This is an optimization exercise on Yosys and OpenROAD, whose aim is small area, a short achievable clock period and few clock cycles per item, not a production implementation.
RTL that was checked went through simulation tests only; none was proved equivalent to the original.
No activity file was given, so power comes from the tool's default toggle rates.

## Mult
module Mult (MultStart, out_A, out_B, rst, clk, HI, LOW, EndMult);
	input wire MultStart;
	input wire [31:0] out_A;
	input wire [31:0] out_B;
	output wire [31:0] HI;
	output wire [31:0] LOW;
	input wire rst;
	input wire clk;
	output reg EndMult;
	always @(posedge clk) EndMult <= ~rst & MultStart;
	wire [32:0] bs;
	assign bs = {out_B, 1'b0};
	wire [32:0] ax = {out_A[31], out_A};
	wire [32:0] ax1 = {out_A, 1'b0};
	wire one0, two0;
	BoothEnc enc0 (.b(bs[2:0]), .one(one0), .two(two0));
	wire neg0 = bs[2] | ~(bs[1] | bs[0]);
	wire [31:0] pp0;
	wire pn0;
	BoothRowX row0 (.one(one0), .two(two0), .nx(bs[2]), .a(out_A), .p(pp0), .pn(pn0));
	wire one1, two1;
	BoothEnc enc1 (.b(bs[4:2]), .one(one1), .two(two1));
	wire neg1 = bs[4] | ~(bs[3] | bs[2]);
	wire [31:0] pp1;
	wire pn1;
	BoothRowX row1 (.one(one1), .two(two1), .nx(bs[4]), .a(out_A), .p(pp1), .pn(pn1));
	wire one2, two2;
	BoothEnc enc2 (.b(bs[6:4]), .one(one2), .two(two2));
	wire neg2 = bs[6] | ~(bs[5] | bs[4]);
	wire [31:0] pp2;
	wire pn2;
	BoothRowX row2 (.one(one2), .two(two2), .nx(bs[6]), .a(out_A), .p(pp2), .pn(pn2));
	wire one3, two3;
	BoothEnc enc3 (.b(bs[8:6]), .one(one3), .two(two3));
	wire neg3 = bs[8] | ~(bs[7] | bs[6]);
	wire [31:0] pp3;
	wire pn3;
	BoothRowX row3 (.one(one3), .two(two3), .nx(bs[8]), .a(out_A), .p(pp3), .pn(pn3));
	wire one4, two4;
	BoothEnc enc4 (.b(bs[10:8]), .one(one4), .two(two4));
  ...
export LEC_CHECK = 0
export CAP_MARGIN = 20
export CORE_MARGIN = 2
export CORE_UTILIZATION = 40
export CTS_BUF_LIST = sky130_fd_sc_hd__clkbuf_4 sky130_fd_sc_hd__clkbuf_8
export SETUP_SLACK_MARGIN = 1.5
export SLEW_MARGIN = 20
export SYNTH_HIERARCHICAL = 1
export SYNTH_MINIMUM_KEEP_SIZE = 0
create_clock -name core_clock -period 6.5 [get_ports {clk}]
standard.sh (not shown) runs the stock make flow with config.mk's settings and CLKGATE_MAP_FILE= SYNTH_SCRIPT=/design/flow/synth_recipe.tcl, a recipe that flattens the netlist after the stock synthesis.
==> flow/flow/run.sh <==
#!/bin/bash
# The standard layout (the standard.sh: ORFS synthesis to finish), except that
# the port buffers are sky130_fd_sc_hd__buf_4 rather than the delay-cell buffer
# that buffer_ports picks by default. The make output goes to standard.log; ORFS
# keeps each step's own log under orfs/logs/.
set -uo pipefail
bash standard.sh "BUFFER_PORTS_ARGS=-buffer_cell sky130_fd_sc_hd__buf_4" finish > standard.log 2>&1
Testbench counts at the start, summed over its fixed seeds: cycles 960, items 960.
==> next run, changes <==
Settings changed: CORE_UTILIZATION 40 to 60, CTS_BUF_LIST sky130_fd_sc_hd__clkbuf_4 sky130_fd_sc_hd__clkbuf_8 to not set.
Die area falls by 33%.
Non-clock buffer count is unchanged.
Power shrinks by 0.39%.
Design area is lower by 1.1%.
Sequential power hardly moves.
Utilization is higher by 21 points.
Sequential share of layout area went up by 0.10 points.
Global-route usage rises by 12 points.
Synthesized area does not change.
Final cell count decreases by about 10%.
Wire length came out lower by 2.0%.
==> next run, changes <==
==> flow/flow/run.sh (replaced) <==
#!/bin/bash
# The standard layout (the standard.sh: ORFS synthesis to finish), except that
# the port buffers are sky130_fd_sc_hd__buf_2 rather than the delay-cell buffer
# that buffer_ports picks by default. The make output goes to standard.log; ORFS
# keeps each step's own log under orfs/logs/.
set -uo pipefail
bash standard.sh "BUFFER_PORTS_ARGS=-buffer_cell sky130_fd_sc_hd__buf_2" finish > standard.log 2>&1
Settings changed: CORE_UTILIZATION 60 to 40, CTS_BUF_LIST set to sky130_fd_sc_hd__clkbuf_4 sky130_fd_sc_hd__clkbuf_8, TNS_END_PERCENT set to 20.
=> Wire length rises by a few percent. Global-route usage goes down by 12 points. Sequential power rises by a few percent. Sequential share of layout area barely changes.
==> next run, changes <==
Settings changed: CTS_BUF_LIST sky130_fd_sc_hd__clkbuf_4 sky130_fd_sc_hd__clkbuf_8 to not set.
- cell area went up by 0.63%
- setup slack gets worse by 0.021 ns
- first-iteration DRC count went down by 1.7%
- power went up by 0.83%
- wire length is about the same
- flip-flop and latch count does not change

* * *

## v5
Another version of the RTL of Mult (not shown whole).
Size in the first run: about 2400 cells after synthesis, about 130 I/O pins.
export LEC_CHECK = 0
export CAP_MARGIN = 20
export CORE_MARGIN = 2
export CORE_UTILIZATION = 40
export SETUP_SLACK_MARGIN = 1.5
export SLEW_MARGIN = 20
export SYNTH_HIERARCHICAL = 1
export SYNTH_MINIMUM_KEEP_SIZE = 0
export TNS_END_PERCENT = 20
create_clock -name core_clock -period 6.5 [get_ports {clk}]
==> flow/flow/run.sh <==
#!/bin/bash
# The standard layout (the standard.sh: ORFS synthesis to finish), except that
# the port buffers are sky130_fd_sc_hd__buf_2 rather than the delay-cell buffer
# that buffer_ports picks by default. The make output goes to standard.log; ORFS
# keeps each step's own log under orfs/logs/.
set -uo pipefail
bash standard.sh "BUFFER_PORTS_ARGS=-buffer_cell sky130_fd_sc_hd__buf_2" finish > standard.log 2>&1
## Diff of input files: v13 against v5
diff --git a/flow/config.mk b/flow/config.mk
--- a/flow/config.mk
+++ b/flow/config.mk
@@ -10,3 +10,3 @@
 export CORE_UTILIZATION = 40
-export SETUP_SLACK_MARGIN = 1.5
+export SETUP_SLACK_MARGIN = 1.9
 export SLEW_MARGIN = 20
## What came out
For v13 and v5, there was not a single run that failed to finish clean.
Re area growth from synthesis to layout: v5 was lower than v13.
In the final reports, the cell area of v13 is larger than that of v5.
Setup slack after placement in v13 is 0.18 ns below v5.
In the metrics for v13 and v5, the one carrying the higher final setup slack of the worst path is v13.
Against v5, v13 comes in 0.59 points higher on overall fraction of global-route tracks in use.
Routed wire length in v13 vs v5: up about 2.7%
Non-clock buffer count ended up 33 higher on v13 than on v5.
The inputs of v16 differ from those of v13 as listed below.
diff --git a/flow/config.mk b/flow/config.mk
--- a/flow/config.mk
+++ b/flow/config.mk
@@ -10,3 +10,3 @@
 export CORE_UTILIZATION = 40
-export SETUP_SLACK_MARGIN = 1.9
+export SETUP_SLACK_MARGIN = 2.2
 export SLEW_MARGIN = 20
==> comparison <==
On total power: between v13 and v16, it ends up higher for v13. Diff v13 and v16: power per unit of standard cell area lower in v16. Clock group share of total power is lower on v13. Re fraction of power spent switching nets: v13 was higher than v16. Via count (v16 over v13): increase, 2.1%. Final hold slack: v16 vs v13 up 0.020 ns.
No run of this note included a check of the RTL's function; only the layout flow was run.

==> afterwards: timing with drivers on the ports <==
Ports are ideal in the flow. The routed layouts listed here were re-timed in OpenROAD. Step 1 assumes that a clkbuf_16 drives the clock port and a buf_2 every other input. Step 2 times the ports against the registers' clock, not the clock port: input delays grow and output delays shrink by t, the midpoint of the rising clock arrivals with the driver on. a / b / c = no drivers / after step 1 / after step 2; a / b = the first two.
run | t, ns | setup slack, ns | worst hold slack (ns) | worst setup path after step 2 | worst data-port slew with drivers (ns)
the first run of note 1 | 0.614 | 1.567 / 1.547 / 0.970 | 0.893 / 0.865 / 1.479 | input to register | 0.06
the second run of note 1 | 0.529 | 1.550 / 1.545 / 1.024 | 0.980 / 0.947 / 1.476 | input to register | 0.07
the third run of note 1 | 0.621 | 1.576 / 1.584 / 0.975 | 0.891 / 0.852 / 1.473 | input to register | 0.08
the fourth run of note 1 | 0.546 | 1.555 / 1.586 / 1.043 | 0.964 / 0.932 / 1.478 | input to register | 0.07
v5 | 0.554 | 1.661 / 1.602 / 1.168 | 0.947 / 0.911 / 1.465 | input to register | 0.13
v13 | 0.564 | 1.771 / 1.710 / 1.446 | 0.931 / 0.894 / 1.458 | input to register | 0.07
v16 | 0.554 | 1.666 / 1.605 / 1.555 | 0.951 / 0.914 / 1.468 | input to register | 0.09
After both steps every run listed still meets setup and hold. The setup slack of the third run of note 1, which loses most, moves by +0.008 ns with the drivers and by -0.601 ns with both steps.
